From an optimization exercise on the open Yosys and OpenROAD flow, aimed at small area, a short achievable clock period and few clock cycles; shortcuts taken in it are not production practice. Where RTL was checked, it was by simulation tests only, not by an equivalence proof against the original. Function not checked in runs 5 and 6: the RTL went through the layout flow alone. Power is estimated from default activity; no workload was simulated.

$ cat flow/config.mk
export PLATFORM = sky130hd
export DESIGN_NAME = MU0
export DESIGN_NICKNAME = MU0
export VERILOG_FILES = /design/flow/design.v
export SDC_FILE = /design/flow/constraint.sdc
export NUM_CORES = 4
export LEC_CHECK = 0
export CAP_MARGIN = 20
export CORE_MARGIN = 2
export CORE_UTILIZATION = 70
export SLEW_MARGIN = 20
$ cat flow/constraint.sdc
create_clock -name core_clock -period 10.0 [get_ports {Clk}]
set_input_delay 2.0000 -clock core_clock [delete_from_list [all_inputs] [get_ports {Clk}]]
set_output_delay 2.0000 -clock core_clock [all_outputs]
set_load 0.01 [all_outputs]
$ cat flow/design.v
module add16 (output [15:0] s, input [15:0] a, input [15:0] b, input cin);
wire [15:0] p0 = a ^ b;
wire g0_0 = a[0] & b[0] | p0[0] & cin;
wire g0_1 = a[1] & b[1];
wire g0_2 = a[2] & b[2];
wire g0_3 = a[3] & b[3];
wire g0_4 = a[4] & b[4];
wire g0_5 = a[5] & b[5];
wire g0_6 = a[6] & b[6];
wire g0_7 = a[7] & b[7];
wire g0_8 = a[8] & b[8];
wire g0_9 = a[9] & b[9];
wire g0_10 = a[10] & b[10];
wire g0_11 = a[11] & b[11];
wire g0_12 = a[12] & b[12];
wire g0_13 = a[13] & b[13];
wire g0_14 = a[14] & b[14];
wire g0_15 = a[15] & b[15];
wire g_1_0 = g0_1 | p0[1] & g0_0;
wire g_3_2 = g0_3 | p0[3] & g0_2;
wire p_3_2 = p0[3] & p0[2];
wire g_5_4 = g0_5 | p0[5] & g0_4;
wire p_5_4 = p0[5] & p0[4];
wire g_7_6 = g0_7 | p0[7] & g0_6;
wire p_7_6 = p0[7] & p0[6];
wire g_9_8 = g0_9 | p0[9] & g0_8;
wire p_9_8 = p0[9] & p0[8];
wire g_11_10 = g0_11 | p0[11] & g0_10;
wire p_11_10 = p0[11] & p0[10];
wire g_13_12 = g0_13 | p0[13] & g0_12;
wire p_13_12 = p0[13] & p0[12];
wire g_15_14 = g0_15 | p0[15] & g0_14;
wire p_15_14 = p0[15] & p0[14];
wire g_3_0 = g_3_2 | p_3_2 & g_1_0;
wire g_7_4 = g_7_6 | p_7_6 & g_5_4;
wire p_7_4 = p_7_6 & p_5_4;
wire g_11_8 = g_11_10 | p_11_10 & g_9_8;
wire p_11_8 = p_11_10 & p_9_8;
wire g_15_12 = g_15_14 | p_15_14 & g_13_12;
wire p_15_12 = p_15_14 & p_13_12;
wire g_7_0 = g_7_4 | p_7_4 & g_3_0;
wire g_15_8 = g_15_12 | p_15_12 & g_11_8;
wire p_15_8 = p_15_12 & p_11_8;
wire g_15_0 = g_15_8 | p_15_8 & g_7_0;
wire g_11_0 = g_11_8 | p_11_8 & g_7_0;
wire g_5_0 = g_5_4 | p_5_4 & g_3_0;
wire g_9_0 = g_9_8 | p_9_8 & g_7_0;
wire g_13_0 = g_13_12 | p_13_12 & g_11_0;
wire g_2_0 = g0_2 | p0[2] & g_1_0;
wire g_4_0 = g0_4 | p0[4] & g_3_0;
wire g_6_0 = g0_6 | p0[6] & g_5_0;
wire g_8_0 = g0_8 | p0[8] & g_7_0;
wire g_10_0 = g0_10 | p0[10] & g_9_0;
wire g_12_0 = g0_12 | p0[12] & g_11_0;
wire g_14_0 = g0_14 | p0[14] & g_13_0;
assign s[0] = p0[0] ^ cin;
assign s[1] = p0[1] ^ g0_0;
assign s[2] = p0[2] ^ g_1_0;
assign s[3] = p0[3] ^ g_2_0;
assign s[4] = p0[4] ^ g_3_0;
assign s[5] = p0[5] ^ g_4_0;
assign s[6] = p0[6] ^ g_5_0;
assign s[7] = p0[7] ^ g_6_0;
assign s[8] = p0[8] ^ g_7_0;
assign s[9] = p0[9] ^ g_8_0;
assign s[10] = p0[10] ^ g_9_0;
assign s[11] = p0[11] ^ g_10_0;
assign s[12] = p0[12] ^ g_11_0;
assign s[13] = p0[13] ^ g_12_0;
assign s[14] = p0[14] ^ g_13_0;
assign s[15] = p0[15] ^ g_14_0;
endmodule
module MU0 ( Addr, Dout, Halted, Rd, Wr, cc, fetch, regC, Clk, Din,
     Reset, srcC );
output  Halted, Rd, Wr, fetch;
input  Clk, Reset;
output [11:0]  Addr;
output [1:0]  cc;
output [15:0]  Dout;
output [15:0]  regC;
input [15:0]  Din;
input [1:0]  srcC;
reg  [15:0] acc;
reg  [11:0] pc;      
reg  [11:0] sa;      
reg  [1:0]  op;      
reg         st;      
reg         hlt;     
wire        N = acc[15];
wire        Z = ~|acc;
wire        fc   = ~st & ~hlt;                   
wire [2:0]  f    = Din[14:12];
wire        stp  = &f;
wire        take = f[2] & ~f[0] & (~f[1] | ~Z) |    
               f[2] & ~f[1] & f[0] & ~N;            
wire        is_sta = ~op[1] & op[0];
wire [11:0] pc_n = pc + {11'd0, fc};
wire        en = st & ~is_sta;
wire [15:0] alu;
add16 u_add (.s(alu), .a(acc & {16{op[1] | ~en}}),
             .b((Din ^ {16{op[0]}}) & {16{en}}), .cin(op[0] & en));
always @(posedge Clk or posedge Reset)
  if (Reset) begin
    acc <= 16'd0;
    pc  <= 12'd0;
    st  <= 1'b0;
    hlt <= 1'b0;
  end else begin
    st  <= fc & ~f[2];
    hlt <= hlt | fc & stp;
    acc <= alu;
    pc  <= fc & take ? Din[11:0] : pc_n;
  end
always @(posedge Clk) begin
  sa <= Din[11:0];
  op <= Din[13:12];
end
assign Addr   = st ? sa : pc;
assign Dout   = acc;
assign Rd     = ~Reset & ~hlt & ~(st & is_sta);
assign fetch  = ~Reset & fc;
assign Wr     = st & is_sta;
assign Halted = hlt | ~Reset & fc & stp;
assign cc     = {N, Z};
assign regC   = srcC[1] ? {14'd0, N, Z} :
                srcC[0] ? {4'd0, pc_n} : acc;
endmodule
$ cat flow/flow/run.sh
#!/bin/bash
set -euo pipefail
bash standard.sh "SETUP_SLACK_MARGIN=5" "BUFFER_PORTS_ARGS=-buffer_cell sky130_fd_sc_hd__buf_1" finish > standard.log 2>&1
$ cat flow/standard.sh
#!/bin/bash
# synth_recipe.tcl (not shown) runs the flow's synth.tcl, then flattens the netlist and writes it again
# the make line also repeats each setting of config.mk as NAME=value (left out here)
make -C /OpenROAD-flow-scripts/flow DESIGN_CONFIG=/design/flow/config.mk WORK_HOME=/design/flow/orfs CLKGATE_MAP_FILE= SYNTH_SCRIPT=/design/flow/synth_recipe.tcl "${@:-finish}"
==> results of run 1 <==
[state kept, by name (all words and copies together), names as in the netlist]
signal / flops
st: 1
sa: 12
hlt: 1
acc: 16
op: 2
pc: 12
[how the worst min path moves through the flow]
stage,from,end,slack [ns]
2_1_floorplan,hlt,st,0.48
3_3_place_gp,hlt,st,0.52
3_5_place_dp,hlt,st,0.55
4_1_cts,hlt,st,0.57
5_1_grt,hlt,st,0.61
6_report,hlt,st,0.57
[area by class of cell]
type | instances | area [µm²] | share of cell area [%]
clock buffer | 6 | 82.6 | 2.58
clock inverter | 2 | 38.8 | 1.21
inverter | 33 | 124 | 3.87
multi-input combinational | 204 | 1590 | 49.7
sequential | 44 | 1030 | 32.2
tap | 50 | 62.6 | 1.95
timing repair buffer | 70 | 272 | 8.48
[power breakdown]
part | internal [mW] | switching (mW)
sequential | 0.238 | 0.0723
clock | 0.0817 | 0.0626
combinational | 0.138 | 0.178
total | 0.458 | 0.313
[layer usage]
metal	part of all wire, %	wire, µm
met2	48	3010
met4	2.0	129
met3	5.7	361
met1	44	2800
met5	0	0
[cells in the final DEF, fill, tap and decap left out, types with 2 or more instances in the layout]
cell type	synthesis	routed
sky130_fd_sc_hd__buf_1	1	67
sky130_fd_sc_hd__inv_1	33	33
sky130_fd_sc_hd__dfrtp_1	30	30
sky130_fd_sc_hd__nor2_1	25	25
sky130_fd_sc_hd__xnor2_1	23	23
sky130_fd_sc_hd__and2_1	18	18
sky130_fd_sc_hd__nand2_1	17	17
sky130_fd_sc_hd__ha_1	14	14
sky130_fd_sc_hd__dfxtp_1	14	14
sky130_fd_sc_hd__mux2i_1	13	13
sky130_fd_sc_hd__mux2_2	13	13
sky130_fd_sc_hd__o21ai_0	11	11
sky130_fd_sc_hd__xor2_1	10	10
sky130_fd_sc_hd__a211oi_1	10	10
sky130_fd_sc_hd__fa_1	9	9
sky130_fd_sc_hd__clkbuf_8	0	6
sky130_fd_sc_hd__nand3_1	5	5
sky130_fd_sc_hd__and3_1	4	4
sky130_fd_sc_hd__nor3_1	4	4
sky130_fd_sc_hd__nor4_1	4	4
sky130_fd_sc_hd__nand2b_1	3	3
sky130_fd_sc_hd__a21oi_1	3	3
sky130_fd_sc_hd__nor3_2	2	2
sky130_fd_sc_hd__nand4_1	2	2
sky130_fd_sc_hd__and4_1	2	2
sky130_fd_sc_hd__nor2b_1	2	2
sky130_fd_sc_hd__a21o_1	2	2
sky130_fd_sc_hd__o21bai_1	2	2
[per-stage QoR]
stage	instance area, µm²	total power [mW]	util (%)	setup slack [ns]
global placement	3080	0.615	78.0	4.73
CTS	3200	0.774	81.1	5.05
finish	3200	0.770	81.2	5.18
detailed placement	3080	0.625	78.0	4.71
global route	3200	0.829	81.2	5.03
floorplan	2820	0.521	-	5.09
[timing repair]
item	in CTS	in global routing
cloned	0	0
resized for setup	4	2
hold buffers	0	0
endpoints found under the setup margin	16	5
hold endpoints to repair	0	0
[logic make-up (layout without fill, tap and decap cells)]
logic type | count (synthesis) | in the layout | share of synthesized area [%]
simple gates | 90 | 90 | 16.4
fa+ha+maj | 23 | 23 | 12.6
flops | 44 | 44 | 36.6
buf+inv | 46 | 111 | 6.88
compound gates | 32 | 32 | 7.42
mux | 26 | 26 | 9.81
xor+xnor | 33 | 33 | 10.3
==> results by group, run 1 <==
Route
  • WL per Instance: 15.4 µm
  • Final Routed Wirelength: 6310 µm
  • Detailed-router iteration count before antenna repair: 4
  • Detailed-route DRC error count: 0
  • Starting DRC count in detailed routing: 185
  • Vias after detailed routing: 2269
  • Vias per std cell: 5.55
  • Number of antenna-violating nets in the routed design: 0

Worst setup path
  • Startpoint-to-endpoint class of the critical path: in2out
  • Critical Path Sink Type: primary output
  • Master of the slowest instance on the critical path: sky130_fd_sc_hd__a211oi_1
  • Ordered cell list for the critical path: clkbuf_4, nor2_1, a211oi_1, buf_1
  • Reg-to-reg slack, setup: 5.60 ns
  • Capture point of the critical path: regC[3]
  • Cell depth of the worst flop-to-flop path: 13
  • Critical path required time: 8.00 ns
  • Combined buffer and inverter count along the critical path: 2
  • Critical Path AT: 2.82 ns
  • Cell depth of the worst setup path: 4
  • Endpoint of the worst-slack reg-to-reg timing path: acc[15]
  • RR Startpoint: st
  • Largest driver fanout on the critical path: 23
  • Max incr delay on CP: 0.29 ns
  • Startpoint type of the worst setup path: input pin
  • Origin of the worst setup path: srcC[0]
  • Top Family by Delay on Critical Path: buffers and inverters

GRT
  • Via count of the first global-routing pass: 2125
  • Grt peak-use layer: met2
  • GR met2 Demand/Resource: 47.2%
  • Gr usage total: 30.6%
  • Grt ovf: 0
  • Largest net degree at the start of global routing: 31
  • Met3 layer usage reported by global route: 4.83%
  • Met1 Resource Use GR: 43.7%
  • Global-route wire length before repair: 10300 µm
  • Number of antenna violations at the first check in global routing: 0

Power and ir drop
  • Peak VDD IR: 148 µV
  • Total power per unit cell area: 241 mW/mm²
  • Static Leakage: 1.37 nW

Synthesis
  • Total of flip-flops plus latches after synthesis: 44
  • Yosys warns: 1
  • Most used standard cells in the synthesized netlist: sky130_fd_sc_hd__inv_1, sky130_fd_sc_hd__dfrtp_1, sky130_fd_sc_hd__nor2_1
  • Commonest register cell after synthesis: sky130_fd_sc_hd__dfrtp_1
  • Most numerous cell in the Yosys netlist: sky130_fd_sc_hd__inv_1
  • Unique masters post-synth: 37
  • Top cell type's share of synthesized area: 26.6%
  • Fraction of registers with async set/reset: 68.2%
  • Post-Synthesis Cells: 294
  • Post-synth EDFFs: 0
  • Largest cells by area after synthesis: sky130_fd_sc_hd__dfrtp_1, sky130_fd_sc_hd__dfxtp_1, sky130_fd_sc_hd__xnor2_1
  • Synthesized net count: 337
  • Sequential-to-total area share from yosys stat: 36.6%
  • Average footprint of a synthesized cell: 9.58 µm²
  • Post-Synthesis Cell Area: 0.00282 mm²
  • Top cell type by total area after synthesis: sky130_fd_sc_hd__dfrtp_1

Clock network
  • Clock root buffer master: sky130_fd_sc_hd__clkbuf_8
  • Total clock sinks: 44
  • Number of CTS-inserted buffers: 5
  • Post-CTS repair timing setup buffer count: 0
  • Register clock-pin slew on the reported worst setup and hold paths: 0.08 ns
  • Maximum level of the CTS H-tree: 2
  • TritonCTS clock tree: built
  • Insertion delay to the later sink of the worst-skew pair: 0.30 ns
  • Buffers from clock root to sink, at most: 2

Run status
  • Run status: finished clean

STA
  • Max Freq: 207 MHz
  • Post-Route Setup TNS: 0 ns
  • Max-slew violation count: 0
  • Max transition margin: 33.4%
  • Transition time at the pin with the least slew margin: 0.998 ns
  • Final worst-path cycle share: 48.2%
  • Final hold vios: 0
  • Worst hold margin: 0.569 ns
  • Setup repair after global routing missed its margin: no
  • Minimum clock period: 4.82 ns
  • Post-Route Skew: 0.00684 ns
  • Setup violations, final: 0

Finish
  • Fill count: 283
  • Final Non-Filler Cells: 409
  • Final antenna diode count: 0
  • Net count, final: 401
  • Synthesis-to-finish area growth: 13.7%
  • Ratio of cells with drive above 1 in the final layout: 7.80%

Place
  • Total instance count after detailed placement: 401
  • Final Wtd Congestion: 0.880
  • Count of input and output buffers: 69
  • HPWL after detailed placement: 4750 µm

Die
  • Ports placed on the boundary: 70
  • Die Wd: 67.4 µm
  • Core area: 0.00394 mm²
  • Initial Utilization: 71.5%
  • Height of the chip: 67.4 µm
  • Total Die Area: 0.00455 mm²
  • Placement Rows: 23

Run
  • MaxCap Viol Count: 0

Worst hold path
  • Worst hold path stage count: 1
  • Hold crit path type: reg2reg
Testbench counts, summed over its fixed seeds: cycles 63,547.
==> run 2, diff against run 1 <==
--- a/flow/config.mk
+++ b/flow/config.mk
@@ -10,2 +10,4 @@
 export CORE_UTILIZATION = 70
+export CTS_CLUSTER_DIAMETER = 200
+export CTS_CLUSTER_SIZE = 50
 export SLEW_MARGIN = 20
==> results by group, run 2 <==
Worst setup path
  • Critical Path Sink Type: primary output (unchanged)
  • Cell depth of the worst flop-to-flop path: 13 (unchanged)
  • Startpoint-to-endpoint class of the critical path: in2out (unchanged)
  • Largest driver fanout on the critical path: 23 (unchanged)
  • Capture point of the critical path: regC[3] (unchanged)
  • Reg-to-reg slack, setup: 5.60 ns (about the same)
  • RR Startpoint: st (unchanged)
  • Endpoint of the worst-slack reg-to-reg timing path: acc[15] (unchanged)
  • Critical Path AT: 2.82 ns (about the same)
  • Critical path required time: 8.00 ns (about the same)
  • Origin of the worst setup path: srcC[0] (unchanged)
  • Startpoint type of the worst setup path: input pin (unchanged)

Place
  • HPWL after detailed placement: 4750 µm (unchanged)
  • Count of input and output buffers: 69 (unchanged)
  • Total instance count after detailed placement: 401 (unchanged)
  • DP Worst Slack: 4.71 ns (unchanged)
  • Final Wtd Congestion: 0.880 (unchanged)

Die
  • Placement Rows: 23 (unchanged)
  • Initial Utilization: 71.5% (unchanged)
  • Ports placed on the boundary: 70 (unchanged)
  • Die Wd: 67.4 µm (unchanged)
  • Height of the chip: 67.4 µm (unchanged)
  • Core area: 0.00394 mm² (unchanged)
  • Total Die Area: 0.00455 mm² (unchanged)

Synthesis
  • Total of flip-flops plus latches after synthesis: 44 (unchanged)
  • Post-Synthesis Cell Area: 0.00282 mm² (unchanged)
  • Post-synthesis xor/xnor area fraction: 10.3% (unchanged)
  • Compound-gate portion of the synthesized area: 7.42% (unchanged)
  • Fraction of registers with async set/reset: 68.2% (unchanged)
  • Post-synthesis simple-gate area fraction: 16.4% (unchanged)
  • Sequential-to-total area share from yosys stat: 36.6% (unchanged)
  • Top cell type by total area after synthesis: sky130_fd_sc_hd__dfrtp_1 (unchanged)
  • Main combinational cell family by area after synthesis: simple AND/OR/NAND/NOR gates (unchanged)
  • Average footprint of a synthesized cell: 9.58 µm² (unchanged)
  • Unique masters post-synth: 37 (unchanged)
  • Adder and majority cell fraction of the synthesized area: 12.6% (unchanged)
  • Post-Synthesis Cells: 294 (unchanged)
  • Top cell type's share of synthesized area: 26.6% (unchanged)
  • Post-synth EDFFs: 0 (unchanged)
  • Synthesized net count: 337 (unchanged)
  • Proportion of synthesized area in mux cells: 9.81% (unchanged)
  • Largest cells by area after synthesis: sky130_fd_sc_hd__dfrtp_1, sky130_fd_sc_hd__dfxtp_1, sky130_fd_sc_hd__xnor2_1 (unchanged)
  • Most used standard cells in the synthesized netlist: sky130_fd_sc_hd__inv_1, sky130_fd_sc_hd__dfrtp_1, sky130_fd_sc_hd__nor2_1 (unchanged)
  • Commonest register cell after synthesis: sky130_fd_sc_hd__dfrtp_1 (unchanged)
  • Most numerous cell in the Yosys netlist: sky130_fd_sc_hd__inv_1 (unchanged)
  • Yosys warns: 1 (unchanged)

Finish
  • Registers with the highest flip-flop counts: acc x16, pc x12, sa x12 (unchanged)
  • Ratio of cells with drive above 1 in the final layout: 7.80% (unchanged)
  • Final antenna diode count: 0 (unchanged)
  • Core Util, Final: 81.2% (unchanged)
  • Net count, final: 401 (unchanged)
  • Synthesis-to-finish area growth: 13.7% (unchanged)
  • Final Non-Filler Cells: 409 (unchanged)
  • Largest register by flop count: acc (unchanged)
  • Number of flip-flops under the largest register name: 16 (unchanged)
  • Highest-count cells in the layout ignoring fill and taps: sky130_fd_sc_hd__buf_1, sky130_fd_sc_hd__inv_1, sky130_fd_sc_hd__dfrtp_1 (unchanged)
  • Most common library cell in the layout ignoring fill and taps: sky130_fd_sc_hd__buf_1 (unchanged)

STA
  • Setup repair after global routing missed its margin: no (unchanged)
  • Max-slew violation count: 0 (unchanged)
  • Final hold vios: 0 (unchanged)
  • Max transition margin: 33.4% (unchanged)
  • Max Freq: 207 MHz (unchanged)
  • Setup violations, final: 0 (unchanged)
  • Post-Route Setup TNS: 0 ns (unchanged)
  • Post-Route Skew: 0.00684 ns (unchanged)
  • Minimum clock period: 4.82 ns (unchanged)
  • Final setup margin: 5.18 ns (unchanged)
  • Transition time at the pin with the least slew margin: 0.998 ns (unchanged)
  • Final worst-path cycle share: 48.2% (unchanged)
  • Worst hold margin: 0.569 ns (unchanged)

Clock network
  • Clock root buffer master: sky130_fd_sc_hd__clkbuf_8 (unchanged)
  • Post-CTS repair timing setup buffer count: 0 (unchanged)
  • Insertion delay to the later sink of the worst-skew pair: 0.30 ns (about the same)
  • Total clock sinks: 44 (unchanged)
  • Number of buffers added to fix hold violations after cts: 0 (unchanged)
  • Maximum level of the CTS H-tree: 2 (unchanged)
  • Buffers from clock root to sink, at most: 2 (unchanged)
  • Register clock-pin slew on the reported worst setup and hold paths: 0.08 ns (about the same)
  • TritonCTS clock tree: built (unchanged)
  • Number of CTS-inserted buffers: 5 (unchanged)

Power and ir drop
  • Peak VDD IR: 148 µV (unchanged)
  • P_int: 0.458 mW (unchanged)
  • Total power per unit cell area: 241 mW/mm² (unchanged)
  • Clock power frac: 18.7% (about the same)
  • Portion of total power attributed to sequential cells: 40.3% (about the same)
  • Gate power share: 41.0% (about the same)
  • Net Switching: 0.313 mW (unchanged)
  • Static Leakage: 1.37 nW (unchanged)
  • Switch share: 40.6% (unchanged)

GRT
  • Largest net degree at the start of global routing: 31 (unchanged)
  • Grt ovf: 0 (unchanged)
  • Via count of the first global-routing pass: 2125 (unchanged)
  • Gr usage total: 30.6% (unchanged)
  • Global-route wire length before repair: 10300 µm (unchanged)
  • Number of antenna violations at the first check in global routing: 0 (unchanged)

Run status
  • Run status: finished clean (unchanged)

Worst hold path
  • Hold crit path type: reg2reg (unchanged)
  • Worst hold path stage count: 1 (unchanged)

Route
  • Vias after detailed routing: 2269 (unchanged)
  • Final Routed Wirelength: 6310 µm (unchanged)
  • Number of antenna-violating nets in the routed design: 0 (unchanged)
  • WL per Instance: 15.4 µm (unchanged)
  • Starting DRC count in detailed routing: 185 (unchanged)
  • Vias per std cell: 5.55 (unchanged)
  • Detailed-router iteration count before antenna repair: 4 (unchanged)
  • Detailed-route DRC error count: 0 (unchanged)

Run
  • MaxCap Viol Count: 0 (unchanged)
[run 2: cell type report]
class / instances / area [µm²]
multi-input cells: 204 / 1590
flip-flops and latches: 44 / 1030
fillers: 283 / 739
repair buffers: 70 / 272
inverters: 33 / 124
clock buffers: 6 / 82.6
well taps: 50 / 62.6
clock inverters: 2 / 38.8
[run 2: power groups by stage]
| stage | logic (mW) | registers [mW] | clock network [mW] |
|---|---|---|---|
| 3_5_place_dp | 0.312 | 0.313 | 0 |
| 2_1_floorplan | 0.215 | 0.306 | 0 |
| 3_3_place_gp | 0.304 | 0.310 | 0 |
| 6_report | 0.316 | 0.310 | 0.144 |
| 5_1_grt | 0.356 | 0.319 | 0.153 |
| 4_1_cts | 0.318 | 0.310 | 0.146 |
[run 2: cells by family (layout without fill, tap and decap cells)]
| family | Yosys count | after routing |
|---|---|---|
| DFF | 44 | 44 |
| AOI/OAI and AO/OA | 32 | 32 |
| buffers and inverters | 46 | 111 |
| xor gates and xnor gates | 33 | 33 |
| muxes | 26 | 26 |
| adders and majority gates | 23 | 23 |
| and+or+nand+nor | 90 | 90 |
[run 2: per-layer routing]
| layer | vias up | wire [µm] | GRT usage (%) | part of all wire (%) |
|---|---|---|---|---|
| li1 | 1102 | - | - | - |
| met1 | 1086 | 2800 | 43.7 | 44 |
| met2 | 69 | 3010 | 47.2 | 48 |
| met3 | 12 | 361 | 4.83 | 5.7 |
| met4 | 0 | 129 | 11.2 | 2.0 |
| met5 | - | 0 | 0 | 0 |
[run 2: worst min-delay path by stage]
stage | start | endpoint
floorplan | hlt | st
global placement | hlt | st
detailed placement | hlt | st
CTS | hlt | st
global route | hlt | st
finish | hlt | st
[run 2: what timing repair did]
item                                   in CTS  in global routing
endpoints found under the hold margin       0                  0
gates resized for setup                     4                  2
setup endpoints to repair                  16                  5
gates cloned                                0                  0
[run 2: critical path, cell delays in order]
cell                       delay (ns)
sky130_fd_sc_hd__clkbuf_4        0.26
sky130_fd_sc_hd__nor2_1          0.08
sky130_fd_sc_hd__a211oi_1        0.29
sky130_fd_sc_hd__buf_1           0.19
[run 2: stage by stage]
stage / power [mW] / area [µm²]
floorplan: 0.521 / 2820
CTS: 0.774 / 3200
global route: 0.829 / 3200
finish: 0.770 / 3200
detailed placement: 0.625 / 3080
global placement: 0.615 / 3080
==> run 3, diff against run 2 <==
--- a/flow/config.mk
+++ b/flow/config.mk
@@ -9,5 +9,3 @@
 export CORE_MARGIN = 2
-export CORE_UTILIZATION = 70
-export CTS_CLUSTER_DIAMETER = 200
-export CTS_CLUSTER_SIZE = 50
+export CORE_UTILIZATION = 40
 export SLEW_MARGIN = 20
==> results by group, run 3 <==
Clock network
  • Register clock-pin slew on the reported worst setup and hold paths: 0.09 ns (was 0.08 ns)
  • Number of buffers added to fix hold violations after cts: 0 (unchanged)
  • Buffers from clock root to sink, at most: 2 (unchanged)
  • Quantity of gates resized following cts: 4 (unchanged)
  • Post-CTS repair timing setup buffer count: 0 (unchanged)
  • Clock root buffer master: sky130_fd_sc_hd__clkbuf_8 (unchanged)
  • Insertion delay to the later sink of the worst-skew pair: 0.31 ns (was 0.30 ns)
  • TritonCTS clock tree: built (unchanged)
  • Total clock sinks: 44 (unchanged)
  • Maximum level of the CTS H-tree: 2 (unchanged)
  • Number of CTS-inserted buffers: 5 (unchanged)

Route
  • Starting DRC count in detailed routing: 93 (was 185)
  • Vias per std cell: 4.73 (was 5.55)
  • Number of antenna-violating nets in the routed design: 0 (unchanged)
  • Vias after detailed routing: 2151 (was 2269)
  • Detailed-route DRC error count: 0 (unchanged)
  • Detailed-router iteration count before antenna repair: 4 (unchanged)
  • WL per Instance: 14.6 µm (was 15.4 µm)
  • Final Routed Wirelength: 6630 µm (was 6310 µm)

Worst setup path
  • Reg-to-reg slack, setup: 5.62 ns (was 5.60 ns)
  • Critical Path Sink Type: primary output (unchanged)
  • Critical path required time: 8.00 ns (about the same)
  • Critical Path AT: 2.91 ns (was 2.82 ns)
  • Startpoint type of the worst setup path: input pin (unchanged)
  • Startpoint-to-endpoint class of the critical path: in2out (unchanged)
  • Largest driver fanout on the critical path: 23 (unchanged)

Die
  • Die Wd: 87.9 µm (was 67.4 µm)
  • Height of the chip: 87.9 µm (was 67.4 µm)
  • Initial Utilization: 41.5% (was 71.5%)
  • Placement Rows: 30 (was 23)
  • Total Die Area: 0.00773 mm² (was 0.00455 mm²)
  • Core area: 0.00679 mm² (was 0.00394 mm²)
  • Ports placed on the boundary: 70 (unchanged)

Synthesis
  • Unique masters post-synth: 37 (unchanged)
  • Fraction of registers with async set/reset: 68.2% (unchanged)
  • Post-synthesis xor/xnor area fraction: 10.3% (unchanged)
  • Post-Synthesis Cell Area: 0.00282 mm² (unchanged)
  • Post-Synthesis Cells: 294 (unchanged)
  • Main combinational cell family by area after synthesis: simple AND/OR/NAND/NOR gates (unchanged)
  • Synthesized net count: 337 (unchanged)
  • Proportion of synthesized area in mux cells: 9.81% (unchanged)
  • Adder and majority cell fraction of the synthesized area: 12.6% (unchanged)
  • Total of flip-flops plus latches after synthesis: 44 (unchanged)
  • Average footprint of a synthesized cell: 9.58 µm² (unchanged)
  • Commonest register cell after synthesis: sky130_fd_sc_hd__dfrtp_1 (unchanged)
  • Most used standard cells in the synthesized netlist: sky130_fd_sc_hd__inv_1, sky130_fd_sc_hd__dfrtp_1, sky130_fd_sc_hd__nor2_1 (unchanged)
  • Compound-gate portion of the synthesized area: 7.42% (unchanged)
  • Largest cells by area after synthesis: sky130_fd_sc_hd__dfrtp_1, sky130_fd_sc_hd__dfxtp_1, sky130_fd_sc_hd__xnor2_1 (unchanged)
  • Sequential-to-total area share from yosys stat: 36.6% (unchanged)
  • Most numerous cell in the Yosys netlist: sky130_fd_sc_hd__inv_1 (unchanged)
  • Post-synthesis simple-gate area fraction: 16.4% (unchanged)
  • Top cell type by total area after synthesis: sky130_fd_sc_hd__dfrtp_1 (unchanged)
  • Yosys warns: 1 (unchanged)
  • Top cell type's share of synthesized area: 26.6% (unchanged)
  • Post-synth EDFFs: 0 (unchanged)

STA
  • Max Freq: 204 MHz (was 207 MHz)
  • Transition time at the pin with the least slew margin: 0.964 ns (was 0.998 ns)
  • Final hold vios: 0 (unchanged)
  • Setup violations, final: 0 (unchanged)
  • Final worst-path cycle share: 49.1% (was 48.2%)
  • Setup repair after global routing missed its margin: no (unchanged)
  • Post-Route Setup TNS: 0 ns (unchanged)
  • Max-slew violation count: 0 (unchanged)
  • Max transition margin: 35.7% (was 33.4%)
  • Post-Route Skew: 0.0106 ns (was 0.00684 ns)
  • Minimum clock period: 4.91 ns (was 4.82 ns)

Finish
  • Net count, final: 401 (unchanged)
  • Post-route design area: 0.00325 mm² (was 0.00320 mm²)
  • Final Non-Filler Cells: 455 (was 409)
  • Area of the multi-input gates: 0.00159 mm² (unchanged)
  • Number of flip-flops under the largest register name: 16 (unchanged)
  • Final antenna diode count: 0 (unchanged)
  • Fill count: 665 (was 283)
  • Registers with the highest flip-flop counts: acc x16, pc x12, sa x12 (unchanged)
  • Largest register by flop count: acc (unchanged)
  • Highest-count cells in the layout ignoring fill and taps: sky130_fd_sc_hd__buf_1, sky130_fd_sc_hd__inv_1, sky130_fd_sc_hd__dfrtp_1 (unchanged)
  • Most common library cell in the layout ignoring fill and taps: sky130_fd_sc_hd__buf_1 (unchanged)
  • Synthesis-to-finish area growth: 15.5% (was 13.7%)
  • Area used by sequential logic in the layout: 0.00103 mm² (unchanged)
  • Ratio of cells with drive above 1 in the final layout: 7.80% (unchanged)

Power and ir drop
  • Total power per unit cell area: 236 mW/mm² (was 241 mW/mm²)
  • Static Leakage: 1.37 nW (about the same)
  • Peak VDD IR: 86.7 µV (was 148 µV)

GRT
  • Largest net degree at the start of global routing: 31 (unchanged)
  • Grt ovf: 0 (unchanged)
  • Global-route wire length before repair: 11400 µm (was 10300 µm)
  • Via count of the first global-routing pass: 2235 (was 2125)
  • Number of antenna violations at the first check in global routing: 0 (unchanged)
  • Gr usage total: 19.2% (was 30.6%)

Place
  • Count of input and output buffers: 69 (unchanged)
  • Cell area reported after detailed placement: 0.00313 mm² (was 0.00308 mm²)
  • HPWL after detailed placement: 5140 µm (was 4750 µm)
  • Final Wtd Congestion: 0.868 (was 0.880)
  • Total instance count after detailed placement: 447 (was 401)

Worst hold path
  • Hold crit path type: reg2reg (unchanged)

Run
  • MaxCap Viol Count: 0 (unchanged)

Run status
  • Run status: finished clean (unchanged)
==> run 3: per-layer routing <==
| metal | vias up | part of all wire (%) | global-route usage (%) |
|---|---|---|---|
| met2 | 41 | 48 | 30.3 |
| met1 | 1000 | 48 | 27.6 |
| met4 | 0 | 1.4 | 4.76 |
| met3 | 8 | 2.8 | 3.02 |
| met5 | - | 0 | 0 |
| li1 | 1102 | - | - |
==> run 3: cell families after synthesis <==
family,after synthesis
muxes,26
xor gates and xnor gates,33
AOI/OAI and AO/OA,32
adders and majority gates,23
DFF,44
buffers and inverters,46
and+or+nand+nor,90
==> run 3: power breakdown <==
group / internal [mW] / total, mW / leakage [nW] / switching (mW)
combinational: 0.137 / 0.316 / 0.840 / 0.179
clock: 0.0753 / 0.143 / 0.0548 / 0.0673
sequential: 0.238 / 0.311 / 0.471 / 0.0725
==> run 3: critical path, stage by stage <==
cell and delay (ns):
sky130_fd_sc_hd__clkbuf_4 0.26, sky130_fd_sc_hd__nor2_1 0.08, sky130_fd_sc_hd__a211oi_1 0.36, sky130_fd_sc_hd__buf_1 0.20
==> run 3: worst paths after layout <==
check | startpoint | end | cells after the start
max in group asynchronous | Reset | acc[1] | 3
max | srcC[0] | regC[4] | 4
min in group asynchronous | Reset | pc[4] | 3
max reg2reg | st | acc[15] | 13
min reg2reg | hlt | st | 1
min | hlt | st | 1
==> run 3: per-stage QoR <==
| step | setup WS [ns] | utilization [%] | total power [mW] | hold slack, ns |
|---|---|---|---|---|
| 2_1_floorplan | 5.09 | - | 0.521 | 0.480 |
| 3_3_place_gp | 4.67 | 46.1 | 0.627 | 0.531 |
| 3_5_place_dp | 4.65 | 46.1 | 0.630 | 0.529 |
| 4_1_cts | 5.05 | 47.8 | 0.778 | 0.544 |
| 5_1_grt | 5.02 | 47.9 | 0.841 | 0.583 |
| 6_report | 5.09 | 47.9 | 0.770 | 0.536 |
==> run 3: layout make-up <==
| class | count | area share, % |
|---|---|---|
| Multi-Input combinational cell | 204 | 48.9 |
| Sequential cell | 44 | 31.7 |
| Timing Repair Buffer | 70 | 8.34 |
| Inverter | 33 | 3.81 |
| Tap cell | 96 | 3.69 |
| Clock buffer | 5 | 2.11 |
| Clock inverter | 3 | 1.42 |
==> run 4, diff against run 3 <==
==> flow/flow/run.sh (replaced) <==
#!/bin/bash
set -euo pipefail
bash standard.sh "SETUP_SLACK_MARGIN=5.5" "BUFFER_PORTS_ARGS=-buffer_cell sky130_fd_sc_hd__buf_1" finish > standard.log 2>&1
--- a/flow/config.mk
+++ b/flow/config.mk
@@ -9,3 +9,3 @@
 export CORE_MARGIN = 2
-export CORE_UTILIZATION = 40
+export CORE_UTILIZATION = 70
 export SLEW_MARGIN = 20
==> results by group, run 4 <==
Run status
  • Run status: finished clean (unchanged)

Route
  • Number of antenna-violating nets in the routed design: 0 (unchanged)
  • Detailed-route DRC error count: 0 (unchanged)
  • Vias per std cell: 6.83 (was 4.73)
  • Final Routed Wirelength: 10700 µm (was 6630 µm)
  • Starting DRC count in detailed routing: 412 (was 93)
  • Vias after detailed routing: 3021 (was 2151)
  • WL per Instance: 24.3 µm (was 14.6 µm)
  • Detailed-router iteration count before antenna repair: 6 (was 4)

Die
  • Placement Rows: 23 (was 30)
  • Core area: 0.00394 mm² (was 0.00679 mm²)
  • Total Die Area: 0.00455 mm² (was 0.00773 mm²)
  • Initial Utilization: 71.5% (was 41.5%)
  • Height of the chip: 67.4 µm (was 87.9 µm)
  • Ports placed on the boundary: 70 (unchanged)
  • Die Wd: 67.4 µm (was 87.9 µm)

STA
  • Max transition margin: 29.6% (was 35.7%)
  • Minimum clock period: 4.80 ns (was 4.91 ns)
  • Setup repair after global routing missed its margin: yes (was no)
  • Post-Route Setup TNS: 0 ns (unchanged)
  • Post-Route Skew: 0.00620 ns (was 0.0106 ns)
  • Max-slew violation count: 0 (unchanged)
  • Worst hold margin: 0.658 ns (was 0.536 ns)
  • Final worst-path cycle share: 48.0% (was 49.1%)
  • Final setup margin: 5.20 ns (was 5.09 ns)
  • Setup violations, final: 0 (unchanged)
  • Final hold vios: 0 (unchanged)
  • Max Freq: 208 MHz (was 204 MHz)
  • Transition time at the pin with the least slew margin: 1.05 ns (was 0.964 ns)

Power and ir drop
  • Total power per unit cell area: 226 mW/mm² (was 236 mW/mm²)
  • Net Switching: 0.389 mW (was 0.319 mW)
  • P_int: 0.454 mW (was 0.451 mW)
  • Static Leakage: 1.64 nW (was 1.37 nW)
  • Gate power share: 46.8% (was 41.1%)
  • Portion of total power attributed to sequential cells: 39.5% (was 40.4%)
  • Switch share: 46.2% (was 41.5%)
  • Clock power frac: 13.7% (was 18.5%)
  • Peak VDD IR: 162 µV (was 86.7 µV)

Synthesis
  • Most used standard cells in the synthesized netlist: sky130_fd_sc_hd__inv_1, sky130_fd_sc_hd__dfrtp_1, sky130_fd_sc_hd__nor2_1 (unchanged)
  • Yosys warns: 1 (unchanged)
  • Unique masters post-synth: 37 (unchanged)
  • Top cell type by total area after synthesis: sky130_fd_sc_hd__dfrtp_1 (unchanged)
  • Post-synth EDFFs: 0 (unchanged)
  • Post-Synthesis Cells: 294 (unchanged)
  • Synthesized net count: 337 (unchanged)
  • Post-Synthesis Cell Area: 0.00282 mm² (unchanged)
  • Sequential-to-total area share from yosys stat: 36.6% (unchanged)
  • Fraction of registers with async set/reset: 68.2% (unchanged)
  • Most numerous cell in the Yosys netlist: sky130_fd_sc_hd__inv_1 (unchanged)
  • Total of flip-flops plus latches after synthesis: 44 (unchanged)
  • Top cell type's share of synthesized area: 26.6% (unchanged)
  • Average footprint of a synthesized cell: 9.58 µm² (unchanged)
  • Largest cells by area after synthesis: sky130_fd_sc_hd__dfrtp_1, sky130_fd_sc_hd__dfxtp_1, sky130_fd_sc_hd__xnor2_1 (unchanged)
  • Commonest register cell after synthesis: sky130_fd_sc_hd__dfrtp_1 (unchanged)

Place
  • Final Wtd Congestion: 0.869 (was 0.868)
  • DP Worst Slack: 4.75 ns (was 4.65 ns)
  • HPWL after detailed placement: 4830 µm (was 5140 µm)
  • Count of input and output buffers: 69 (unchanged)

Finish
  • Fill count: 114 (was 665)
  • Most common library cell in the layout ignoring fill and taps: sky130_fd_sc_hd__buf_1 (unchanged)
  • Largest register by flop count: acc (unchanged)
  • Number of flip-flops under the largest register name: 16 (unchanged)
  • Final antenna diode count: 0 (unchanged)
  • Net count, final: 434 (was 401)
  • Highest-count cells in the layout ignoring fill and taps: sky130_fd_sc_hd__buf_1, sky130_fd_sc_hd__inv_1, sky130_fd_sc_hd__dfrtp_1 (unchanged)
  • Synthesis-to-finish area growth: 32.4% (was 15.5%)
  • Registers with the highest flip-flop counts: acc x16, pc x12, sa x12 (unchanged)
  • Ratio of cells with drive above 1 in the final layout: 27.3% (was 7.80%)

Clock network
  • Register clock-pin slew on the reported worst setup and hold paths: 0.09 ns (about the same)
  • Number of buffers added to fix hold violations after cts: 0 (unchanged)
  • Maximum level of the CTS H-tree: 2 (unchanged)
  • Number of CTS-inserted buffers: 5 (unchanged)
  • TritonCTS clock tree: built (unchanged)
  • Clock root buffer master: sky130_fd_sc_hd__clkbuf_8 (unchanged)
  • Buffers from clock root to sink, at most: 2 (unchanged)
  • Insertion delay to the later sink of the worst-skew pair: 0.31 ns (about the same)
  • Total clock sinks: 44 (unchanged)

Worst setup path
  • Critical Path Sink Type: primary output (unchanged)
  • Startpoint type of the worst setup path: input pin (unchanged)
  • Critical Path AT: 2.80 ns (was 2.91 ns)
  • Critical path required time: 8.00 ns (about the same)
  • Startpoint-to-endpoint class of the critical path: in2out (unchanged)
  • Largest driver fanout on the critical path: 6 (was 23)

GRT
  • Number of antenna violations at the first check in global routing: 0 (unchanged)
  • Grt ovf: 0 (unchanged)
  • Via count of the first global-routing pass: 2583 (was 2235)
  • Global-route wire length before repair: 13200 µm (was 11400 µm)
  • Largest net degree at the start of global routing: 31 (unchanged)
  • Gr usage total: 40.5% (was 19.2%)

Worst hold path
  • Hold crit path type: reg2reg (unchanged)

Run
  • MaxCap Viol Count: 0 (unchanged)
[run 4: worst paths after layout]
check / start / to / slack [ns] / cells after the start
worst min register to register: hlt / st / 0.66 / 1
worst min-delay path: hlt / st / 0.66 / 1
worst max register to register: op[0] / acc[15] / 5.70 / 13
max in group asynchronous: Reset / st / 7.77 / 3
worst max-delay path: srcC[0] / regC[0] / 5.20 / 5
min in group asynchronous: Reset / st / 1.90 / 3
[run 4: cells by family after synthesis]
logic type               Yosys count  share of synthesized area, %
multiplexers                      26                          9.81
AND/OR/NAND/NOR                   90                          16.4
flip-flops                        44                          36.6
XOR/XNOR                          33                          10.3
buffers and inverters             46                          6.88
AO/OA/AOI/OAI                     32                          7.42
adder cells (fa/ha/maj)           23                          12.6
[run 4: metrics by stage]
stage / power (mW) / instances / instance area, µm² / utilization (%)
after floorplan: 0.536 / 294 / 2940 / -
after global placement: 0.625 / 402 / 3150 / 79.9
after detailed placement: 0.637 / 402 / 3150 / 79.9
after CTS: 0.765 / 434 / 3550 / 90.1
after global routing: 0.879 / 442 / 3730 / 94.6
final: 0.843 / 442 / 3730 / 94.6
[run 4: repair_timing]
item | CTS | global route
gates cloned | 3 | 0
setup endpoints to repair | 20 | 24
resized for setup | 46 | 32
pin swaps | 12 | 11
buffers inserted | 21 | 8
endpoints found under the hold margin | 0 | 0
[run 4: layer usage]
layer  share of wire [%]  up-vias  GRT usage [%]
met4                 8.8        0           21.9
met3                  12      119           10.5
met2                  47      353           63.7
li1                    -     1162              -
met1                  33     1387           50.8
met5                   0        -              0
[run 4: layout make-up]
cell class / count / area [µm²] / share of cell area, %
inverter: 33 / 124 / 3.32
sequential: 44 / 1030 / 27.7
timing repair buffer: 103 / 703 / 18.9
clock inverter: 1 / 5.00 / 0.134
tap: 50 / 62.6 / 1.68
multi-input combinational: 204 / 1720 / 46.2
clock buffer: 7 / 76.3 / 2.05
[run 4: worst max-delay path, cell delays in order]
cell and delay, ns:
sky130_fd_sc_hd__buf_12 0.11, sky130_fd_sc_hd__buf_16 0.14, sky130_fd_sc_hd__mux2i_1 0.26, sky130_fd_sc_hd__o21ai_1 0.12, sky130_fd_sc_hd__buf_2 0.16
[run 4: power by group through the flow]
stage / logic (mW) / clock network (mW) / registers (mW)
after floorplan: 0.229 / 0 / 0.307
after global placement: 0.312 / 0 / 0.312
after detailed placement: 0.324 / 0 / 0.313
after CTS: 0.344 / 0.110 / 0.311
after global routing: 0.424 / 0.120 / 0.335
final: 0.395 / 0.115 / 0.333
==> run 5, diff against run 4 <==
--- a/flow/design.v
+++ b/flow/design.v
@@ -98,8 +98,9 @@
 wire        en = st & ~is_sta;
+wire        ka = ~Reset & (op[1] | ~en);    
+wire        kb = ~Reset & en;               
 wire [15:0] alu;
-add16 u_add (.s(alu), .a(acc & {16{op[1] | ~en}}),
-             .b((Din ^ {16{op[0]}}) & {16{en}}), .cin(op[0] & en));
+add16 u_add (.s(alu), .a(acc & {16{ka}}),
+             .b((Din ^ {16{op[0]}}) & {16{kb}}), .cin(op[0] & kb));
 always @(posedge Clk or posedge Reset)
   if (Reset) begin
-    acc <= 16'd0;
     pc  <= 12'd0;
@@ -110,3 +111,2 @@
     hlt <= hlt | fc & stp;
-    acc <= alu;
     pc  <= fc & take ? Din[11:0] : pc_n;
@@ -114,2 +114,3 @@
 always @(posedge Clk) begin
+  acc <= alu;
   sa <= Din[11:0];
==> flow/flow/run.sh (replaced) <==
#!/bin/bash
set -euo pipefail
bash standard.sh "SETUP_SLACK_MARGIN=5" "BUFFER_PORTS_ARGS=-buffer_cell sky130_fd_sc_hd__buf_1" finish > standard.log 2>&1
==> results by group, run 5 <==
Synthesis
  • Main combinational cell family by area after synthesis: simple AND/OR/NAND/NOR gates (unchanged)
  • Most used standard cells in the synthesized netlist: sky130_fd_sc_hd__inv_1, sky130_fd_sc_hd__dfxtp_1, sky130_fd_sc_hd__nor2_1 (was sky130_fd_sc_hd__inv_1, sky130_fd_sc_hd__dfrtp_1, sky130_fd_sc_hd__nor2_1)
  • Most numerous cell in the Yosys netlist: sky130_fd_sc_hd__inv_1 (unchanged)
  • Proportion of synthesized area in mux cells: 9.78% (was 9.81%)
  • Commonest register cell after synthesis: sky130_fd_sc_hd__dfxtp_1 (was sky130_fd_sc_hd__dfrtp_1)
  • Unique masters post-synth: 40 (was 37)
  • Post-synth EDFFs: 0 (unchanged)
  • Top cell type's share of synthesized area: 22.0% (was 26.6%)
  • Total of flip-flops plus latches after synthesis: 44 (unchanged)
  • Top cell type by total area after synthesis: sky130_fd_sc_hd__dfxtp_1 (was sky130_fd_sc_hd__dfrtp_1)
  • Sequential-to-total area share from yosys stat: 34.9% (was 36.6%)
  • Largest cells by area after synthesis: sky130_fd_sc_hd__dfxtp_1, sky130_fd_sc_hd__dfrtp_1, sky130_fd_sc_hd__xnor2_1 (was sky130_fd_sc_hd__dfrtp_1, sky130_fd_sc_hd__dfxtp_1, sky130_fd_sc_hd__xnor2_1)
  • Fraction of registers with async set/reset: 31.8% (was 68.2%)
  • Post-synthesis xor/xnor area fraction: 10.9% (was 10.3%)
  • Adder and majority cell fraction of the synthesized area: 13.0% (was 12.6%)
  • Synthesized net count: 334 (was 337)
  • Yosys warns: 1 (unchanged)
  • Compound-gate portion of the synthesized area: 7.30% (was 7.42%)
  • Post-synthesis simple-gate area fraction: 17.0% (was 16.4%)
  • Post-Synthesis Cells: 291 (was 294)
  • Average footprint of a synthesized cell: 9.36 µm² (was 9.58 µm²)
  • Post-Synthesis Cell Area: 0.00273 mm² (was 0.00282 mm²)

GRT
  • Grt ovf: 0 (unchanged)
  • Via count of the first global-routing pass: 2188 (was 2583)
  • Number of antenna violations at the first check in global routing: 0 (unchanged)
  • Global-route wire length before repair: 10300 µm (was 13200 µm)
  • Gr usage total: 31.8% (was 40.5%)
  • Largest net degree at the start of global routing: 24 (was 31)

Finish
  • Area of the multi-input gates: 0.00160 mm² (was 0.00172 mm²)
  • Number of flip-flops under the largest register name: 16 (unchanged)
  • Most common library cell in the layout ignoring fill and taps: sky130_fd_sc_hd__buf_1 (unchanged)
  • Net count, final: 398 (was 434)
  • Highest-count cells in the layout ignoring fill and taps: sky130_fd_sc_hd__buf_1, sky130_fd_sc_hd__inv_1, sky130_fd_sc_hd__dfxtp_1 (was sky130_fd_sc_hd__buf_1, sky130_fd_sc_hd__inv_1, sky130_fd_sc_hd__dfrtp_1)
  • Ratio of cells with drive above 1 in the final layout: 9.30% (was 27.3%)
  • Area used by sequential logic in the layout: 951 µm² (was 0.00103 mm²)
  • Final Non-Filler Cells: 403 (was 442)
  • Largest register by flop count: acc (unchanged)
  • Post-route design area: 0.00314 mm² (was 0.00373 mm²)
  • Final antenna diode count: 0 (unchanged)
  • Synthesis-to-finish area growth: 15.2% (was 32.4%)
  • Fill count: 220 (was 114)
  • Registers with the highest flip-flop counts: acc x16, pc x12, sa x12 (unchanged)

Die
  • Die Wd: 66.4 µm (was 67.4 µm)
  • Initial Utilization: 73.9% (was 71.5%)
  • Total Die Area: 0.00441 mm² (was 0.00455 mm²)
  • Placement Rows: 22 (was 23)
  • Core area: 0.00369 mm² (was 0.00394 mm²)
  • Height of the chip: 66.4 µm (was 67.4 µm)
  • Ports placed on the boundary: 70 (unchanged)

Worst setup path
  • Master of the slowest instance on the critical path: sky130_fd_sc_hd__buf_2 (was sky130_fd_sc_hd__mux2i_1)
  • Startpoint-to-endpoint class of the critical path: in2out (unchanged)
  • Critical Path AT: 2.95 ns (was 2.80 ns)
  • Critical path required time: 8.00 ns (about the same)
  • Reg-to-reg slack, setup: 6.01 ns (was 5.70 ns)
  • Ordered cell list for the critical path: buf_2, nor2_1, a211oi_1, buf_1 (was buf_12, buf_16, mux2i_1, o21ai_1, buf_2)
  • Largest driver fanout on the critical path: 23 (was 6)
  • Max incr delay on CP: 0.33 ns (was 0.26 ns)
  • Critical Path Sink Type: primary output (unchanged)
  • Startpoint type of the worst setup path: input pin (unchanged)

Clock network
  • Total clock sinks: 44 (unchanged)
  • Maximum level of the CTS H-tree: 2 (unchanged)
  • Clock root buffer master: sky130_fd_sc_hd__clkbuf_8 (unchanged)
  • Insertion delay to the later sink of the worst-skew pair: 0.30 ns (was 0.31 ns)
  • Buffers from clock root to sink, at most: 2 (unchanged)
  • Register clock-pin slew on the reported worst setup and hold paths: 0.09 ns (about the same)
  • Number of CTS-inserted buffers: 5 (unchanged)
  • Number of buffers added to fix hold violations after cts: 0 (unchanged)
  • TritonCTS clock tree: built (unchanged)

Power and ir drop
  • Total power per unit cell area: 172 mW/mm² (was 226 mW/mm²)
  • Static Leakage: 1.31 nW (was 1.64 nW)
  • Power after layout: 0.541 mW (was 0.843 mW)
  • Peak VDD IR: 90.0 µV (was 162 µV)

STA
  • Transition time at the pin with the least slew margin: 1.03 ns (was 1.05 ns)
  • Max transition margin: 31.0% (was 29.6%)
  • Minimum clock period: 4.95 ns (was 4.80 ns)
  • Max Freq: 202 MHz (was 208 MHz)
  • Final worst-path cycle share: 49.5% (was 48.0%)
  • Final hold vios: 0 (unchanged)
  • Worst hold margin: 0.553 ns (was 0.658 ns)
  • Post-Route Setup TNS: 0 ns (unchanged)
  • Max-slew violation count: 0 (unchanged)
  • Setup repair after global routing missed its margin: no (was yes)
  • Setup violations, final: 0 (unchanged)
  • Post-Route Skew: 0.00764 ns (was 0.00620 ns)

Route
  • Vias per std cell: 5.49 (was 6.83)
  • Detailed-route DRC error count: 0 (unchanged)
  • Final Routed Wirelength: 6280 µm (was 10700 µm)
  • WL per Instance: 15.6 µm (was 24.3 µm)
  • Number of antenna-violating nets in the routed design: 0 (unchanged)
  • Starting DRC count in detailed routing: 167 (was 412)
  • Detailed-router iteration count before antenna repair: 4 (was 6)
  • Vias after detailed routing: 2211 (was 3021)

Run status
  • Run status: finished clean (unchanged)

Place
  • Total instance count after detailed placement: 394 (was 402)
  • Cell area reported after detailed placement: 0.00297 mm² (was 0.00315 mm²)
  • Final Wtd Congestion: 0.915 (was 0.869)
  • Count of input and output buffers: 69 (unchanged)
  • HPWL after detailed placement: 4700 µm (was 4830 µm)

Worst hold path
  • Hold crit path type: reg2reg (unchanged)

Run
  • MaxCap Viol Count: 0 (unchanged)
## run 5: through the flow
stage,setup WS [ns],utilization [%]
after global routing,5.02,85.1
after detailed placement,4.52,80.5
after global placement,4.60,80.5
after CTS,5.03,84.7
final,5.05,85.1
after floorplan,5.09,-
## run 5: power breakdown
group          internal (mW)  switching (mW)  total (mW)
Combinational         0.0656          0.0801       0.146
Sequential             0.204          0.0306       0.235
Clock                 0.0984          0.0621       0.160
Total                  0.368           0.173       0.541
## run 5: routing by layer
metal | wire length (µm) | GRT usage [%]
met5 | 0 | 0
met4 | 112 | 11.2
met3 | 352 | 4.94
met2 | 3070 | 52.3
met1 | 2740 | 42.5
## run 5: cells by family after synthesis
family                   count (synthesis)
buffers and inverters                   45
XOR/XNOR                                34
flip-flops                              44
AO/OA/AOI/OAI                           29
multiplexers                            25
adder cells (fa/ha/maj)                 23
AND/OR/NAND/NOR                         91
## run 5: worst paths after layout
path	from	cells past startpoint	endpoint
max	srcC[0]	4	regC[4]
min reg2reg	hlt	1	st
min in group asynchronous	Reset	3	hlt
max reg2reg	op[0]	14	acc[15]
min	hlt	1	st
max in group asynchronous	Reset	3	pc[11]
## run 5: timing repair
item,CTS,global route
setup endpoints to repair,24,8
buffers inserted,2,0
resized for setup,7,5
## run 5: final cells by class
cell class                 instances  share of cell area (%)
timing repair buffer              71                    8.85
clock inverter                     2                    1.91
clock buffer                       5                    2.19
inverter                          31                    3.83
sequential                        44                    30.3
multi-input combinational        202                    51.0
tap                               48                    1.91
## run 5: worst max-delay path, delay by kind of cell
family | cells | cell delay, ns
AO/OA/AOI/OAI | 1 | 0.32
buffers and inverters | 2 | 0.53
AND/OR/NAND/NOR | 1 | 0.10
==> run 6, diff against run 5 <==
==> flow/flow/run.sh (replaced) <==
#!/bin/bash
# Standard ORFS layout in two parts. Between placement and clock tree
# synthesis, flow/size_io.tcl sizes the port buffers on the paths from the
# inputs straight to the outputs (srcC to regC, Reset and Din to the bus
# controls). Ports are buffered with buf_1 first; timing repair then aims
# at a 5 ns setup margin.
set -euo pipefail
K=("SETUP_SLACK_MARGIN=5" "BUFFER_PORTS_ARGS=-buffer_cell sky130_fd_sc_hd__buf_1" "CTS_ARGS=-sink_clustering_enable -repair_clock_nets -dont_use_dummy_load")
bash standard.sh "${K[@]}" place > standard_place.log 2>&1
openroad -no_init -exit flow/size_io.tcl > size_io.log 2>&1
bash standard.sh "${K[@]}" finish > standard_finish.log 2>&1
==> flow/flow/size_io.tcl (new file) <==
set ::sizes {regC* sky130_fd_sc_hd__buf_2 Halted sky130_fd_sc_hd__buf_2 Rd sky130_fd_sc_hd__buf_2 fetch sky130_fd_sc_hd__buf_2 srcC* sky130_fd_sc_hd__buf_4}
# Resize the port buffers of the input-to-output paths in the placed design,
# then legalise the placement again.
set p $::env(FLOW_HOME)/platforms/$::env(FLOW_PLATFORM)
set r orfs/results/$::env(FLOW_PLATFORM)/MU0/base
read_lef $p/lef/sky130_fd_sc_hd.tlef
read_lef $p/lef/sky130_fd_sc_hd_merged.lef
read_liberty $p/lib/sky130_fd_sc_hd__tt_025C_1v80.lib
read_db $r/3_place.odb
read_sdc $r/3_place.sdc
source $p/setRC.tcl
estimate_parasitics -placement
report_checks -path_delay max -group_path_count 5 -format end
# the buffer on a port: the cell its net drives (input) or is driven by (output)
proc size_port {pattern cell} {
  set block [ord::get_db_block]
  foreach bt [$block getBTerms] {
    set name [$bt getName]
    if {![string match $pattern $name]} continue
    set want [expr {[$bt getIoType] eq "OUTPUT" ? "OUTPUT" : "INPUT"}]
    foreach it [[$bt getNet] getITerms] {
      if {[$it getIoType] ne $want} continue
      set inst [[$it getInst] getName]
      puts "$name: $inst [[[$it getInst] getMaster] getName] -> $cell"
      replace_cell [get_cells $inst] $cell
    }
  }
}
foreach {port cell} $::sizes { size_port $port $cell }
estimate_parasitics -placement
report_checks -path_delay max -group_path_count 5 -format end
report_checks -path_delay max
detailed_placement
check_placement -verbose
write_db $r/3_place.odb
==> results by group, run 6 <==
Run status
  • Run status: finished clean (unchanged)

Route
  • Vias after detailed routing: 2196 (was 2211)
  • Detailed-route DRC error count: 0 (unchanged)
  • Detailed-router iteration count before antenna repair: 4 (unchanged)
  • Final Routed Wirelength: 6280 µm (about the same)
  • Starting DRC count in detailed routing: 128 (was 167)
  • WL per Instance: 15.7 µm (was 15.6 µm)
  • Number of antenna-violating nets in the routed design: 0 (unchanged)
  • Vias per std cell: 5.49 (about the same)

Synthesis
  • Post-synth EDFFs: 0 (unchanged)
  • Most used standard cells in the synthesized netlist: sky130_fd_sc_hd__inv_1, sky130_fd_sc_hd__dfxtp_1, sky130_fd_sc_hd__nor2_1 (unchanged)
  • Top cell type's share of synthesized area: 22.0% (unchanged)
  • Fraction of registers with async set/reset: 31.8% (unchanged)
  • Post-Synthesis Cell Area: 0.00273 mm² (unchanged)
  • Total of flip-flops plus latches after synthesis: 44 (unchanged)
  • Unique masters post-synth: 40 (unchanged)
  • Yosys warns: 1 (unchanged)
  • Sequential-to-total area share from yosys stat: 34.9% (unchanged)
  • Commonest register cell after synthesis: sky130_fd_sc_hd__dfxtp_1 (unchanged)
  • Largest cells by area after synthesis: sky130_fd_sc_hd__dfxtp_1, sky130_fd_sc_hd__dfrtp_1, sky130_fd_sc_hd__xnor2_1 (unchanged)
  • Top cell type by total area after synthesis: sky130_fd_sc_hd__dfxtp_1 (unchanged)
  • Synthesized net count: 334 (unchanged)
  • Most numerous cell in the Yosys netlist: sky130_fd_sc_hd__inv_1 (unchanged)
  • Post-Synthesis Cells: 291 (unchanged)
  • Average footprint of a synthesized cell: 9.36 µm² (unchanged)

STA
  • Final setup margin: 5.21 ns (was 5.05 ns)
  • Max-slew violation count: 0 (unchanged)
  • Post-Route Skew: 0.0129 ns (was 0.00764 ns)
  • Post-Route Setup TNS: 0 ns (unchanged)
  • Max transition margin: 30.5% (was 31.0%)
  • Transition time at the pin with the least slew margin: 1.04 ns (was 1.03 ns)
  • Max Freq: 209 MHz (was 202 MHz)
  • Final worst-path cycle share: 47.9% (was 49.5%)
  • Worst hold margin: 0.554 ns (was 0.553 ns)
  • Setup repair after global routing missed its margin: no (unchanged)
  • Setup violations, final: 0 (unchanged)
  • Minimum clock period: 4.79 ns (was 4.95 ns)
  • Final hold vios: 0 (unchanged)

Worst setup path
  • Startpoint type of the worst setup path: input pin (unchanged)
  • Critical Path AT: 5.00 ns (was 2.95 ns)
  • Critical Path Sink Type: flop (was primary output)
  • Largest driver fanout on the critical path: 8 (was 23)
  • Worst path most repeated cell: sky130_fd_sc_hd__fa_1
  • Max incr delay on CP: 0.39 ns (was 0.33 ns)
  • Critical path required time: 10.21 ns (was 8.00 ns)
  • Master of the slowest instance on the critical path: sky130_fd_sc_hd__fa_1 (was sky130_fd_sc_hd__buf_2)
  • Startpoint-to-endpoint class of the critical path: in2reg (was in2out)
  • Ordered cell list for the critical path: clkbuf_2, clkinvlp_4, and3_1, and2_1, fa_1, inv_1, fa_1, nor2b_1, o21ai_0, o21ai_0, a41oi_2, o21ai_1, fa_1, xnor2_1, xnor2_1 (was buf_2, nor2_1, a211oi_1, buf_1)

Die
  • Core area: 0.00369 mm² (unchanged)
  • Ports placed on the boundary: 70 (unchanged)
  • Total Die Area: 0.00441 mm² (unchanged)
  • Height of the chip: 66.4 µm (unchanged)
  • Initial Utilization: 73.9% (unchanged)
  • Die Wd: 66.4 µm (unchanged)
  • Placement Rows: 22 (unchanged)

Finish
  • Highest-count cells in the layout ignoring fill and taps: sky130_fd_sc_hd__buf_1, sky130_fd_sc_hd__inv_1, sky130_fd_sc_hd__dfxtp_1 (unchanged)
  • Ratio of cells with drive above 1 in the final layout: 13.9% (was 9.30%)
  • Most common library cell in the layout ignoring fill and taps: sky130_fd_sc_hd__buf_1 (unchanged)
  • Synthesis-to-finish area growth: 13.8% (was 15.2%)
  • Fill count: 239 (was 220)
  • Post-route design area: 0.00310 mm² (was 0.00314 mm²)
  • Largest register by flop count: acc (unchanged)
  • Final Non-Filler Cells: 400 (was 403)
  • Final antenna diode count: 0 (unchanged)
  • Net count, final: 397 (was 398)
  • Number of flip-flops under the largest register name: 16 (unchanged)
  • Registers with the highest flip-flop counts: acc x16, pc x12, sa x12 (unchanged)

Power and ir drop
  • Peak VDD IR: 81.9 µV (was 90.0 µV)
  • Total power per unit cell area: 156 mW/mm² (was 172 mW/mm²)
  • Static Leakage: 1.35 nW (was 1.31 nW)

Worst hold path
  • Hold crit path type: reg2reg (unchanged)

Clock network
  • Number of buffers added to fix hold violations after cts: 0 (unchanged)
  • Insertion delay to the later sink of the worst-skew pair: 0.29 ns (was 0.30 ns)
  • Total clock sinks: 44 (unchanged)
  • Clock root buffer master: sky130_fd_sc_hd__clkbuf_8 (unchanged)
  • Register clock-pin slew on the reported worst setup and hold paths: 0.08 ns (was 0.09 ns)
  • Number of CTS-inserted buffers: 5 (unchanged)
  • Buffers from clock root to sink, at most: 2 (unchanged)
  • TritonCTS clock tree: built (unchanged)
  • Maximum level of the CTS H-tree: 2 (unchanged)

GRT
  • Largest net degree at the start of global routing: 24 (unchanged)
  • Global-route wire length before repair: 10100 µm (was 10300 µm)
  • Via count of the first global-routing pass: 2147 (was 2188)
  • Number of antenna violations at the first check in global routing: 0 (unchanged)
  • Grt ovf: 0 (unchanged)
  • Gr usage total: 31.0% (was 31.8%)

Place
  • Total instance count after detailed placement: 394 (unchanged)
  • HPWL after detailed placement: 4700 µm (unchanged)
  • Cell area reported after detailed placement: 0.00297 mm² (unchanged)
  • DP Worst Slack: 4.52 ns (unchanged)
  • Count of input and output buffers: 69 (unchanged)
  • Final Wtd Congestion: 0.915 (unchanged)

Run
  • MaxCap Viol Count: 0 (unchanged)
-- run 6: cell types whose count changed in the layout (fill, tap and decap cells not counted) --
cell and change:
sky130_fd_sc_hd__bufinv_16 -2, sky130_fd_sc_hd__o21ai_1 -1, sky130_fd_sc_hd__buf_4 +1, sky130_fd_sc_hd__buf_1 -19, sky130_fd_sc_hd__buf_2 +18, sky130_fd_sc_hd__clkbuf_2 -1, sky130_fd_sc_hd__o21ai_0 +1
-- run 6: layer usage --
metal,up-vias,track usage [%],routed length (µm)
met5,-,0,0
met4,0,10.2,68
met3,8,3.75,345
met2,69,52.1,3150
met1,1036,41.2,2720
li1,1083,-,-
-- run 6: final cells by class --
| class | count | area [µm²] | area share (%) |
|---|---|---|---|
| clock buffer | 5 | 68.8 | 2.22 |
| inverter | 31 | 120 | 3.87 |
| timing repair buffer | 70 | 299 | 9.64 |
| multi-input combinational | 202 | 1600 | 51.7 |
| tap | 48 | 60.1 | 1.94 |
| sequential | 44 | 951 | 30.7 |
-- run 6: per-stage QoR --
stage	power [mW]	util, %
6_report	0.483	84.1
5_1_grt	0.510	84.1
4_1_cts	0.482	83.5
3_5_place_dp	0.380	80.5
3_3_place_gp	0.376	80.5
2_1_floorplan	0.333	-
-- run 6: report_power, final --
group	switching, mW	internal (mW)
Clock	0.0549	0.0451
Sequential	0.0305	0.204
Combinational	0.0804	0.0674
Total	0.166	0.317
-- run 6: repair_timing --
| action | in CTS | in global routing |
|---|---|---|
| resized for setup | 2 | 4 |
| buffers inserted | 1 | 0 |
| setup endpoints to repair | 8 | 4 |
| pin swaps | 0 | 0 |
-- run 6: cells by family after synthesis --
kind of cell | after synthesis | share of synthesized area (%)
AO/OA/AOI/OAI | 29 | 7.30
XOR/XNOR | 34 | 10.9
adder cells (fa/ha/maj) | 23 | 13.0
buffers and inverters | 45 | 7.07
flip-flops | 44 | 34.9
multiplexers | 25 | 9.78
AND/OR/NAND/NOR | 91 | 17.0
-- run 6: path summary, 6_finish.rpt --
check | startpoint | endpoint | slack [ns] | cells past startpoint
setup / recovery | Reset | acc[15] | 5.21 | 15
hold / removal | hlt | st | 0.55 | 1
setup reg to reg | op[0] | acc[15] | 5.96 | 14
min in group asynchronous | Reset | pc[7] | 1.85 | 3
hold reg to reg | hlt | st | 0.55 | 1
max in group asynchronous | Reset | pc[11] | 7.97 | 3
-- run 6: critical path, delay by kind of cell --
family                     cells  cell delay (ns)
adders and majority gates      3             0.95
AOI/OAI and AO/OA              4             0.79
buffers and inverters          3             0.41
and+or+nand+nor                3             0.53
xor gates and xnor gates       2             0.32

==> port drivers added, routing unchanged <==
How much do the figures lean on ideal ports? The routed layouts below were timed once more, with nothing changed but the port constraints.
Step 1: set_driving_cell puts a clkbuf_16 on Clk and a buf_2 on each other input, an assumption about the parent block.
Step 2 times the ports against the registers' clock, not the clock port: input delays grow and output delays shrink by t, the midpoint of the rising clock arrivals with the driver on.
a / b / c = ideal ports / drivers / drivers and shift; a / b = the first two.
run	t (ns)	setup WS [ns]	latest minus earliest clock arrival (ns)	worst register clock-pin slew, ns
run 1	0.326	5.176 / 5.148 / 5.148	0.007 / 0.007	0.09 / 0.09
run 2	0.326	5.176 / 5.148 / 5.148	0.007 / 0.007	0.09 / 0.09
run 3	0.329	5.086 / 5.061 / 5.061	0.011 / 0.011	0.10 / 0.10
run 4	0.336	5.201 / 5.136 / 5.103	0.006 / 0.006	0.09 / 0.09
run 5	0.323	5.049 / 5.002 / 4.979	0.007 / 0.008	0.09 / 0.09
run 6	0.314	5.215 / 5.189 / 4.897	0.013 / 0.013	0.08 / 0.08
After both steps every run listed still meets setup and hold. The setup slack of run 6, which loses most, moves by -0.026 ns with the drivers and by -0.318 ns with both steps.
